Background: an optimization exercise with open tools, aiming at small area. Do not read the settings as production practice. Function was checked by simulation only, so behaviour that the tests miss may differ from the original.

==> inputs of run K <==
==> flow/design.v (excerpt) <==
module motor_subsystem(
    input           reset_n,         
    input           clock,           
    input           spi_clock,       
    input           cs_n,            
    input           mosi,            
    output          miso,            
    output  [3:0]   sr_pwm,          
    output  [3:0]   scl,             
    input   [3:0]   sda_in,          
    output  [3:0]   sda_out,         
    output  [3:0]   sda_oe,          
    output  [3:0]   sd_pwm,          
    output  [3:0]   servo_pwm,       
    output          status_fault,    
    output          status_pi,       
    output          status_ps4,      
    output          status_debug     
);
reg   [10:0]    div_cntr;
always @(posedge clock or negedge reset_n) begin
    if(~reset_n)
        div_cntr    <= 11'h040;
    else
        div_cntr    <= div_cntr + 11'h1;
end
wire            low5        = &div_cntr[4:0];
wire            en5         = low5 & ~div_cntr[5];                       
wire            en6         = low5 & div_cntr[5] & div_cntr[6];          
wire            en10        = low5 & div_cntr[5] & (div_cntr[10:6] == 5'b10000);    
wire  [1:0]     i2c_phase   = div_cntr[8:7];
wire            i2c_step    = en6 & (div_cntr[8:7] == 2'b11);            
wire            i2c_sample  = en6 & (div_cntr[8:7] == 2'b10);            
wire  [5:0]     address;
wire            write_en, read_en;
wire  [7:0]     wr_data, rd_data;
wire  [7:0]     drv0, drv1, drv2, drv3;
wire  [7:0]     rot0, rot1, rot2, rot3;
wire  [11:0]    angle0, angle1, angle2, angle3;
wire  [7:0]     led_test;
spi spi(
    .reset_n    (reset_n),
    .clock      (clock),
    .spi_clk    (spi_clock),
    .cs_n       (cs_n),
  ...
==> module spi, before the edit <==
module spi (
    input                   reset_n,     
    input                   clock,       
    input                   spi_clk,     
    input                   cs_n,        
    input                   mosi,        
    input           [7:0]   rd_data,
    output                  miso,        
    output reg      [5:0]   address,
    output reg              write_en,
    output reg      [7:0]   wr_data,
    output reg              read_en
);
reg                 cs_n_ff, cs_n_ff2, cs_n_ff3;
reg                 shift_en_ff, shift_en_ff2, shift_en_wentlow;
reg                 mosi_ff;
reg     [15:0]      shift_in_reg;
reg                 rx_par;
reg                 wr_pend, rd_pend;
reg     [8:0]       tx_data;
reg     [2:0]       tx_zeros;
wire csn_wenthigh   = cs_n_ff2 & ~cs_n_ff3;
wire csn_wentlow    = ~cs_n_ff2 & cs_n_ff3;
wire shift_in       = shift_en_ff & ~shift_en_ff2;
wire data_valid     = ~rx_par & (shift_in_reg != 16'h00FF);
always @(posedge clock or negedge reset_n) begin
    if(~reset_n) begin
        cs_n_ff             <= 1'b0;
        cs_n_ff2            <= 1'b0;
        cs_n_ff3            <= 1'b0;
        shift_en_ff         <= 1'b0;
        shift_en_ff2        <= 1'b0;
        shift_en_wentlow    <= 1'b0;
        shift_in_reg        <= 16'h0;
        rx_par              <= 1'b0;
        wr_pend             <= 1'b0;
        rd_pend             <= 1'b0;
        write_en            <= 1'b0;
        read_en             <= 1'b0;
        tx_data             <= 9'h0;
        tx_zeros            <= 3'h0;
    end
    else begin
        cs_n_ff             <= cs_n;
        cs_n_ff2            <= cs_n_ff;
        cs_n_ff3            <= cs_n_ff2;
        shift_en_ff         <= spi_clk & (~cs_n);
        shift_en_ff2        <= shift_en_ff;
        shift_en_wentlow    <= (~shift_en_ff) & shift_en_ff2;
        if(shift_in) begin
            shift_in_reg    <= {shift_in_reg[14:0], mosi_ff};
            rx_par          <= rx_par ^ shift_in_reg[15] ^ mosi_ff;
        end
        wr_pend             <= csn_wenthigh & ~shift_in_reg[15] & data_valid;
        rd_pend             <= csn_wenthigh &  shift_in_reg[15] & data_valid;
        write_en            <= wr_pend;
        read_en             <= rd_pend;
        if(csn_wentlow) begin
            tx_data         <= {^{1'b1, address, rd_data}, rd_data};
            tx_zeros        <= 3'h7;
        end
        else if(shift_en_wentlow) begin
            if(tx_zeros != 3'h0)
                tx_zeros    <= tx_zeros - 3'h1;
            else
                tx_data     <= {tx_data[7:0], 1'b0};
        end
    end
end
always @(posedge clock) begin
    mosi_ff         <= mosi;
    if(csn_wenthigh) begin
        wr_data     <= shift_in_reg[7:0];
        address     <= shift_in_reg[13:8];
    end
end
assign miso = ((tx_zeros == 3'h0) & tx_data[8]) | cs_n;
endmodule
==> flow/config.mk <==
export PLATFORM = sky130hd
export DESIGN_NAME = motor_subsystem
export DESIGN_NICKNAME = motor_subsystem
export VERILOG_FILES = /design/flow/design.v
export SDC_FILE = /design/flow/constraint.sdc
export NUM_CORES = 4
export LEC_CHECK = 0
export CAP_MARGIN = 20
export CORE_MARGIN = 2
export CORE_UTILIZATION = 55
export SLEW_MARGIN = 20
==> flow/constraint.sdc <==
create_clock -name core_clock -period 10.0 [get_ports {clock}]
set_input_delay 2.0000 -clock core_clock [delete_from_list [all_inputs] [get_ports {clock}]]
set_output_delay 2.0000 -clock core_clock [all_outputs]
set_load 0.01 [all_outputs]
standard.sh (not shown) runs the stock make flow with config.mk's settings and CLKGATE_MAP_FILE= SYNTH_SCRIPT=/design/flow/synth_recipe.tcl, a recipe that flattens the netlist after the stock synthesis.
==> flow/flow/run.sh <==
#!/bin/bash
# The standard layout (standard.sh) with three changes:
#  - synthesis maps logic with an area-oriented ABC script (flow/synth.tcl, flow/area.abc),
#    adders included (no separate half/full-adder cell mapping);
#  - the clock tree uses clkbuf_8 buffers and no dummy loads;
#  - port buffers are buf_1.
# Every tool's output is in orfs/logs/; make's own output is in standard.log.
set -uo pipefail
HERE=$(pwd)
CTS="-sink_clustering_enable -repair_clock_nets -root_buf sky130_fd_sc_hd__clkbuf_8 -buf_list {sky130_fd_sc_hd__clkbuf_8} -sink_clustering_size 16 -sink_clustering_max_diameter 60 -dont_use_dummy_load"
bash standard.sh "SYNTH_SCRIPT=$HERE/flow/synth.tcl" "ADDER_MAP_FILE=" "AREA_ABC_SCRIPT=$HERE/flow/area.abc" \
  "CTS_ARGS=$CTS" "BUFFER_PORTS_ARGS=-buffer_cell sky130_fd_sc_hd__buf_1" finish > standard.log 2>&1
==> flow/flow/area.abc <==
strash
&get -n
&fraig -x
&put
scorr
dc2
dretime
strash
&get -n
&syn2
&dch -f
&nf -R 1000
&put
strash
&get -n
&syn2
&dch -f
&nf -R 1000
&put
==> flow/flow/synth.tcl <==
# The standard flow's synthesis script (synth_recipe.tcl) with one change: ABC maps the combinational
# logic with an area-oriented script (flow/area.abc) instead of ORFS's speed script.
# Registers are mapped before ABC runs, so they are the standard synthesis's.
proc synth {args} { yosys synth -nofsm -noshare {*}$args }
proc abc {args} {
  set i [lsearch -exact $args -script]
  if {$i >= 0} { lset args [expr {$i+1}] $::env(AREA_ABC_SCRIPT) }
  puts "area abc: $args"
  yosys abc {*}$args
}
source $::env(SCRIPTS_DIR)/synth.tcl
# left out here: clear keep_hierarchy, flatten, clean up, hide names made inside functions, write 1_2_yosys.v
==> inputs of run D, as changes to run K <==
--- a/flow/design.v
+++ b/flow/design.v
@@ -158,32 +158,34 @@
 always @(posedge clock or negedge reset_n) begin
     if(~reset_n) begin
         cs_n_ff             <= 1'b0;
         cs_n_ff2            <= 1'b0;
         cs_n_ff3            <= 1'b0;
         shift_en_ff         <= 1'b0;
         shift_en_ff2        <= 1'b0;
         shift_en_wentlow    <= 1'b0;
+        mosi_ff             <= 1'b0;
         shift_in_reg        <= 16'h0;
         rx_par              <= 1'b0;
         wr_pend             <= 1'b0;
         rd_pend             <= 1'b0;
         write_en            <= 1'b0;
         read_en             <= 1'b0;
         tx_data             <= 9'h0;
         tx_zeros            <= 3'h0;
     end
     else begin
         cs_n_ff             <= cs_n;
         cs_n_ff2            <= cs_n_ff;
         cs_n_ff3            <= cs_n_ff2;
         shift_en_ff         <= spi_clk & (~cs_n);
         shift_en_ff2        <= shift_en_ff;
         shift_en_wentlow    <= (~shift_en_ff) & shift_en_ff2;
+        mosi_ff             <= mosi;
         if(shift_in) begin
             shift_in_reg    <= {shift_in_reg[14:0], mosi_ff};
             rx_par          <= rx_par ^ shift_in_reg[15] ^ mosi_ff;
         end
         wr_pend             <= csn_wenthigh & ~shift_in_reg[15] & data_valid;
         rd_pend             <= csn_wenthigh &  shift_in_reg[15] & data_valid;
         write_en            <= wr_pend;
         read_en             <= rd_pend;
@@ -195,17 +197,16 @@
             if(tx_zeros != 3'h0)
                 tx_zeros    <= tx_zeros - 3'h1;
             else
                 tx_data     <= {tx_data[7:0], 1'b0};
         end
     end
 end
 always @(posedge clock) begin
-    mosi_ff         <= mosi;
     if(csn_wenthigh) begin
         wr_data     <= shift_in_reg[7:0];
         address     <= shift_in_reg[13:8];
     end
 end
 assign miso = ((tx_zeros == 3'h0) & tx_data[8]) | cs_n;
 endmodule
 module reg_file (
==> flow/flow/run.sh (replaced) <==
#!/bin/bash
# The standard layout (standard.sh) with three changes:
#  - synthesis maps logic with an area-oriented ABC script (flow/synth.tcl, flow/area.abc);
#  - the clock tree uses clkbuf_8 leaf buffers, a clkbuf_16 root and no dummy loads;
#  - port buffers are buf_1.
# Every tool's output is in orfs/logs/; make's own output is in standard.log.
set -uo pipefail
HERE=$(pwd)
CTS="-sink_clustering_enable -repair_clock_nets -root_buf sky130_fd_sc_hd__clkbuf_16 -buf_list {sky130_fd_sc_hd__clkbuf_16} -sink_clustering_size 36 -sink_clustering_max_diameter 80 -dont_use_dummy_load"
bash standard.sh "SYNTH_SCRIPT=$HERE/flow/synth.tcl" "AREA_ABC_SCRIPT=$HERE/flow/area.abc" \
  "CTS_ARGS=$CTS" "BUFFER_PORTS_ARGS=-buffer_cell sky130_fd_sc_hd__buf_1" finish > standard.log 2>&1
==> inputs of run F, as changes to run K <==
--- a/flow/design.v
+++ b/flow/design.v
@@ -24,17 +24,17 @@
         le_k = 1'b1;
         for (i = 0; i < 12; i = i + 1)
             le_k = k[i] ? (~x[i] | le_k) : (~x[i] & le_k);
     end
 endfunction
 reg  [11:0]  phase;
 reg          pwm_en_sync;
 reg          dir;
-reg  [5:0]   ratio;                
+reg  [5:0]   ratio;
 reg          loaded;
 wire at_zero = (phase == OFFSET);
 wire load    = clk_en & pwm_en_sync & at_zero & (STEER ? pwm_enable : 1'b1);
 always @( posedge clock or negedge reset_n ) begin
     if( ~reset_n ) begin
         phase       <= OFFSET;
         pwm_en_sync <= 1'b0;
         loaded      <= 1'b0;
@@ -60,34 +60,34 @@
     end
 end
 generate
 if (STEER) begin : g_steer
     wire low_band = (phase >= 12'd134) & (phase <= 12'd511);
     wire band_lo  = (phase[11:8] == 4'd2);
     wire band_hi  = (phase[11:8] == 4'd3);
     wire [5:0] q  = phase[7:2];
-    wire [5:0] b = ratio;
+    wire [5:0] b = ratio ^ {6{dir}};
     wire c0 = (q[0] & b[0]) | (dir & (q[0] | b[0]));
     wire c1 = (q[1] & b[1]) | (c0 & (q[1] | b[1]));
     wire c2 = (q[2] & b[2]) | (c1 & (q[2] | b[2]));
     wire c3 = (q[3] & b[3]) | (c2 & (q[3] | b[3]));
     wire c4 = (q[4] & b[4]) | (c3 & (q[4] | b[4]));
     wire c5 = (q[5] & b[5]) | (c4 & (q[5] | b[5]));
     wire       below = ~c5;
     assign pwm_signal = loaded & (low_band |
                                   (band_lo & (dir | below)) |
                                   (band_hi & dir & below));
 end
 else begin : g_drive
     wire low_band = (phase >= 12'd6) & (phase <= 12'd575);
     wire band_lo  = (phase[11:6] == 6'd9);
     wire band_hi  = (phase[11:6] == 6'd10);
     wire [5:0] q  = phase[5:0];
-    wire [5:0] b = ratio;
+    wire [5:0] b = ratio ^ {6{dir}};
     wire c0 = (q[0] & b[0]) | (dir & (q[0] | b[0]));
     wire c1 = (q[1] & b[1]) | (c0 & (q[1] | b[1]));
     wire c2 = (q[2] & b[2]) | (c1 & (q[2] | b[2]));
     wire c3 = (q[3] & b[3]) | (c2 & (q[3] | b[3]));
     wire c4 = (q[4] & b[4]) | (c3 & (q[4] | b[4]));
     wire c5 = (q[5] & b[5]) | (c4 & (q[5] | b[5]));
     wire       below = ~c5;
     assign pwm_signal = low_band |
@@ -158,32 +158,34 @@
 always @(posedge clock or negedge reset_n) begin
     if(~reset_n) begin
         cs_n_ff             <= 1'b0;
         cs_n_ff2            <= 1'b0;
         cs_n_ff3            <= 1'b0;
         shift_en_ff         <= 1'b0;
         shift_en_ff2        <= 1'b0;
         shift_en_wentlow    <= 1'b0;
+        mosi_ff             <= 1'b0;
         shift_in_reg        <= 16'h0;
         rx_par              <= 1'b0;
         wr_pend             <= 1'b0;
         rd_pend             <= 1'b0;
         write_en            <= 1'b0;
         read_en             <= 1'b0;
         tx_data             <= 9'h0;
         tx_zeros            <= 3'h0;
     end
     else begin
         cs_n_ff             <= cs_n;
         cs_n_ff2            <= cs_n_ff;
         cs_n_ff3            <= cs_n_ff2;
         shift_en_ff         <= spi_clk & (~cs_n);
         shift_en_ff2        <= shift_en_ff;
         shift_en_wentlow    <= (~shift_en_ff) & shift_en_ff2;
+        mosi_ff             <= mosi;
         if(shift_in) begin
             shift_in_reg    <= {shift_in_reg[14:0], mosi_ff};
             rx_par          <= rx_par ^ shift_in_reg[15] ^ mosi_ff;
         end
         wr_pend             <= csn_wenthigh & ~shift_in_reg[15] & data_valid;
         rd_pend             <= csn_wenthigh &  shift_in_reg[15] & data_valid;
         write_en            <= wr_pend;
         read_en             <= rd_pend;
@@ -195,17 +197,16 @@
             if(tx_zeros != 3'h0)
                 tx_zeros    <= tx_zeros - 3'h1;
             else
                 tx_data     <= {tx_data[7:0], 1'b0};
         end
     end
 end
 always @(posedge clock) begin
-    mosi_ff         <= mosi;
     if(csn_wenthigh) begin
         wr_data     <= shift_in_reg[7:0];
         address     <= shift_in_reg[13:8];
     end
 end
 assign miso = ((tx_zeros == 3'h0) & tx_data[8]) | cs_n;
 endmodule
 module reg_file (
@@ -220,19 +221,16 @@
     output reg  [7:0]   rot0, rot1, rot2, rot3,      
     input       [11:0]  angle0, angle1, angle2, angle3,  
     output reg  [7:0]   led_test                     
 );
 reg     [7:0]   servo0, servo1, servo2, servo3;
 reg     [11:0]  snap0, snap1, snap2, snap3;
 wire drv_bcast = (address == 6'h3) | (address == 6'h1);
 wire snap_wr   = write_en & wr_data[6];
-wire [7:0] ctl_wr = {wr_data[7:6], wr_data[5:0] ^ {6{wr_data[6]}}};
-wire       ctl_addr = (address[5:2] == 4'b0001) | (address == 6'h08) | (address == 6'h0B) |
-                      (address == 6'h0E) | (address == 6'h11);
 always @(posedge clock or negedge reset_n) begin
     if(~reset_n) begin
         rd_data     <= 8'h0;
         drv0        <= 8'h0;
         drv1        <= 8'h0;
         drv2        <= 8'h0;
         drv3        <= 8'h0;
         rot0        <= 8'h0;
@@ -245,64 +243,61 @@
         servo3      <= 8'h0;
         led_test    <= 8'h0;
         snap0       <= 12'h0;
         snap1       <= 12'h0;
         snap2       <= 12'h0;
         snap3       <= 12'h0;
     end
     else begin
-        if(write_en & ((address == 6'h04) | drv_bcast)) drv0 <= ctl_wr;
-        if(write_en & ((address == 6'h05) | drv_bcast)) drv1 <= ctl_wr;
-        if(write_en & ((address == 6'h06) | drv_bcast)) drv2 <= ctl_wr;
-        if(write_en & ((address == 6'h07) | drv_bcast)) drv3 <= ctl_wr;
-        if(write_en & (address == 6'h08)) rot0 <= ctl_wr;
-        if(write_en & (address == 6'h0B)) rot1 <= ctl_wr;
-        if(write_en & (address == 6'h0E)) rot2 <= ctl_wr;
-        if(write_en & (address == 6'h11)) rot3 <= ctl_wr;
+        if(write_en & ((address == 6'h04) | drv_bcast)) drv0 <= wr_data;
+        if(write_en & ((address == 6'h05) | drv_bcast)) drv1 <= wr_data;
+        if(write_en & ((address == 6'h06) | drv_bcast)) drv2 <= wr_data;
+        if(write_en & ((address == 6'h07) | drv_bcast)) drv3 <= wr_data;
+        if(write_en & (address == 6'h08)) rot0 <= wr_data;
+        if(write_en & (address == 6'h0B)) rot1 <= wr_data;
+        if(write_en & (address == 6'h0E)) rot2 <= wr_data;
+        if(write_en & (address == 6'h11)) rot3 <= wr_data;
         if(snap_wr & (address == 6'h0A)) snap0 <= angle0;
         if(snap_wr & (address == 6'h0D)) snap1 <= angle1;
         if(snap_wr & (address == 6'h10)) snap2 <= angle2;
         if(snap_wr & (address == 6'h13)) snap3 <= angle3;
         if(write_en & (address == 6'h14)) servo0 <= wr_data;
         if(write_en & (address == 6'h15)) servo1 <= wr_data;
         if(write_en & (address == 6'h16)) servo2 <= wr_data;
         if(write_en & (address == 6'h17)) servo3 <= wr_data;
         if(write_en & (address == 6'h1B)) led_test <= wr_data;
-        if(read_en)
-            rd_data <= {rd_mux[7:6], rd_mux[5:0] ^ {6{rd_mux[6] & ctl_addr}}};
+        if(read_en) begin
+            case(address)
+                6'h04:   rd_data <= drv0;
+                6'h05:   rd_data <= drv1;
+                6'h06:   rd_data <= drv2;
+                6'h07:   rd_data <= drv3;
+                6'h08:   rd_data <= rot0;
+                6'h09:   rd_data <= snap0[7:0];
+                6'h0A:   rd_data <= {4'h0, snap0[11:8]};
+                6'h0B:   rd_data <= rot1;
+                6'h0C:   rd_data <= snap1[7:0];
+                6'h0D:   rd_data <= {4'h0, snap1[11:8]};
+                6'h0E:   rd_data <= rot2;
+                6'h0F:   rd_data <= snap2[7:0];
+                6'h10:   rd_data <= {4'h0, snap2[11:8]};
+                6'h11:   rd_data <= rot3;
+                6'h12:   rd_data <= snap3[7:0];
+                6'h13:   rd_data <= {4'h0, snap3[11:8]};
+                6'h14:   rd_data <= servo0;
+                6'h15:   rd_data <= servo1;
+                6'h16:   rd_data <= servo2;
+                6'h17:   rd_data <= servo3;
+                6'h1B:   rd_data <= led_test;
+                default: rd_data <= 8'h0;
+            endcase
+        end
     end
 end
-reg [7:0] rd_mux;
-always @(*) begin
-    case(address)
-        6'h04:   rd_mux = drv0;
-        6'h05:   rd_mux = drv1;
-        6'h06:   rd_mux = drv2;
-        6'h07:   rd_mux = drv3;
-        6'h08:   rd_mux = rot0;
-        6'h09:   rd_mux = snap0[7:0];
-        6'h0A:   rd_mux = {4'h0, snap0[11:8]};
-        6'h0B:   rd_mux = rot1;
-        6'h0C:   rd_mux = snap1[7:0];
-        6'h0D:   rd_mux = {4'h0, snap1[11:8]};
-        6'h0E:   rd_mux = rot2;
-        6'h0F:   rd_mux = snap2[7:0];
-        6'h10:   rd_mux = {4'h0, snap2[11:8]};
-        6'h11:   rd_mux = rot3;
-        6'h12:   rd_mux = snap3[7:0];
-        6'h13:   rd_mux = {4'h0, snap3[11:8]};
-        6'h14:   rd_mux = servo0;
-        6'h15:   rd_mux = servo1;
-        6'h16:   rd_mux = servo2;
-        6'h17:   rd_mux = servo3;
-        6'h1B:   rd_mux = led_test;
-        default: rd_mux = 8'h0;
-    endcase
-end
 endmodule
 module i2c(
     input               reset_n,         
     input               clock,           
     input               step,            
     input               sample,          
     input       [1:0]   phase,           
     input               enable,          
@@ -329,37 +324,33 @@
 localparam      PAUSE = 4'b1111;
 localparam      WRITE_DEVICE    = 8'h6C;
 localparam      READ_DEVICE     = 8'h6D;
 localparam      READ_RAW_ANGLE  = 8'h0C;
 reg     [3:0]   ps, ns;
 reg     [2:0]   bit_counter;
 reg     [7:0]   read_data0;
 reg     [3:0]   read_data1;
-integer         k;
 wire            byte_state = ps[3] & ~(ps[1] & ps[0]);
 always @(posedge clock or negedge reset_n) begin
     if(~reset_n) begin
         ps              <= IDLE;
         bit_counter     <= 3'b0;
         read_data0      <= 8'b0;
         read_data1      <= 4'b0;
     end
     else begin
         if(step) begin
             ps          <= ns;
-            bit_counter <= byte_state ? {bit_counter[2] ^ (bit_counter[1] & bit_counter[0]),
-                                         bit_counter[1] ^ bit_counter[0], ~bit_counter[0]} : 3'h0;
+            bit_counter <= byte_state ? bit_counter + 3'h1 : 3'h0;
         end
-        for (k = 0; k < 4; k = k + 1)
-            if(sample & (ps == DATA0) & (bit_counter == 3'd7 - k))
-                read_data1[k]   <= sda_in;
-        for (k = 0; k < 8; k = k + 1)
-            if(sample & (ps == DATA1) & (bit_counter == 3'd7 - k))
-                read_data0[k]   <= sda_in;
+        if(sample & (ps == DATA0) & bit_counter[2])
+            read_data1[~bit_counter[1:0]]   <= sda_in;
+        if(sample & (ps == DATA1))
+            read_data0[~bit_counter]        <= sda_in;
     end
 end
 always @(*) begin
     case(ps)
         IDLE:       ns = enable ? START : IDLE;
         START:      ns = DEV_WR;
         DEV_WR:     ns = (bit_counter == 3'h7) ? ACK0 : DEV_WR;
         ACK0:       ns = READ_ADDR;
==> flow/flow/run.sh (replaced) <==
#!/bin/bash
# The standard layout (standard.sh) with three changes:
#  - synthesis maps logic with an area-oriented ABC script (flow/synth.tcl, flow/area.abc);
#  - the clock tree uses clkbuf_8 leaf buffers, a clkbuf_16 root and no dummy loads;
#  - port buffers are buf_1.
# Every tool's output is in orfs/logs/; make's own output is in standard.log.
set -uo pipefail
HERE=$(pwd)
CTS="-sink_clustering_enable -repair_clock_nets -root_buf sky130_fd_sc_hd__clkbuf_16 -buf_list {sky130_fd_sc_hd__clkbuf_8} -sink_clustering_size 16 -sink_clustering_max_diameter 60 -dont_use_dummy_load"
bash standard.sh "SYNTH_SCRIPT=$HERE/flow/synth.tcl" "AREA_ABC_SCRIPT=$HERE/flow/area.abc" \
  "CTS_ARGS=$CTS" "BUFFER_PORTS_ARGS=-buffer_cell sky130_fd_sc_hd__buf_1" finish > standard.log 2>&1
==> results.sh <==
export IMPL_start_util_pct=55.65
export IMPL_multiInputGateArea_sq_um=9328
export IMPL_status="finished clean"
export IMPL_worstPathArrival_ns=3.20
export IMPL_path_buf_inv=3
export IMPL_grt_usage_pct=25.26
export IMPL_synth_mux_area_share_pct=9.020
export IMPL_n_all_inverters=79
export IMPL_layoutNonFillerInstCount=2494
[end of results for run D]
==> results.sh <==
export IMPL_row_count=71
export IMPL_multiInputGateArea_sq_um=8382
export IMPL_timing_final_crit_share_pct=56.21
export IMPL_wl_met2_um=22460
export IMPL_grt_usage_pct=25.82
export IMPL_worstPathArrival_ns=3.62
export IMPL_path_buf_inv=1
export IMPL_synth_mux_area_share_pct=9.389
export IMPL_status="finished clean"
[end of results for run K]
==> results.sh <==
export IMPL_status="finished clean"
export IMPL_synth_mux_area_share_pct=9.604
export IMPL_n_all_inverters=61
export IMPL_layoutNonFillerInstCount=2569
export IMPL_path_buf_inv=3
export IMPL_grt_usage_pct=24.62
export IMPL_wl_met2_um=23860
export IMPL_critPathSlowestCell="dfrtp_1"
export IMPL_timing_final_crit_share_pct=51.94
export IMPL_multiInputGateArea_sq_um=9953
export IMPL_start_util_pct=55.64
[end of results for run F]

[port drivers added, routing unchanged]
The results above use ideal ports. As a check the final layouts listed here were re-extracted and re-timed, cells and wires unchanged.
Step 1, drivers: a clkbuf_16 drives clock and a buf_2 each remaining input, both assumed.
Step 2 moves the port delays by t, midway between the first and last clock arrival at a register: inputs arrive t later, outputs are due t later. That takes back most of the time a late clock gives input paths.
a / b / c = no drivers / after step 1 / after step 2; a / b = the first two.
run	t, ns	slack for setup (ns)	latest minus earliest clock arrival (ns)
run K	0.659	4.379 / 4.326 / 4.986	0.047 / 0.047
run D	0.625	4.800 / 4.741 / 5.366	0.120 / 0.121
run F	0.599	4.806 / 4.746 / 5.345	0.069 / 0.068
After both steps every run listed still meets setup and hold.
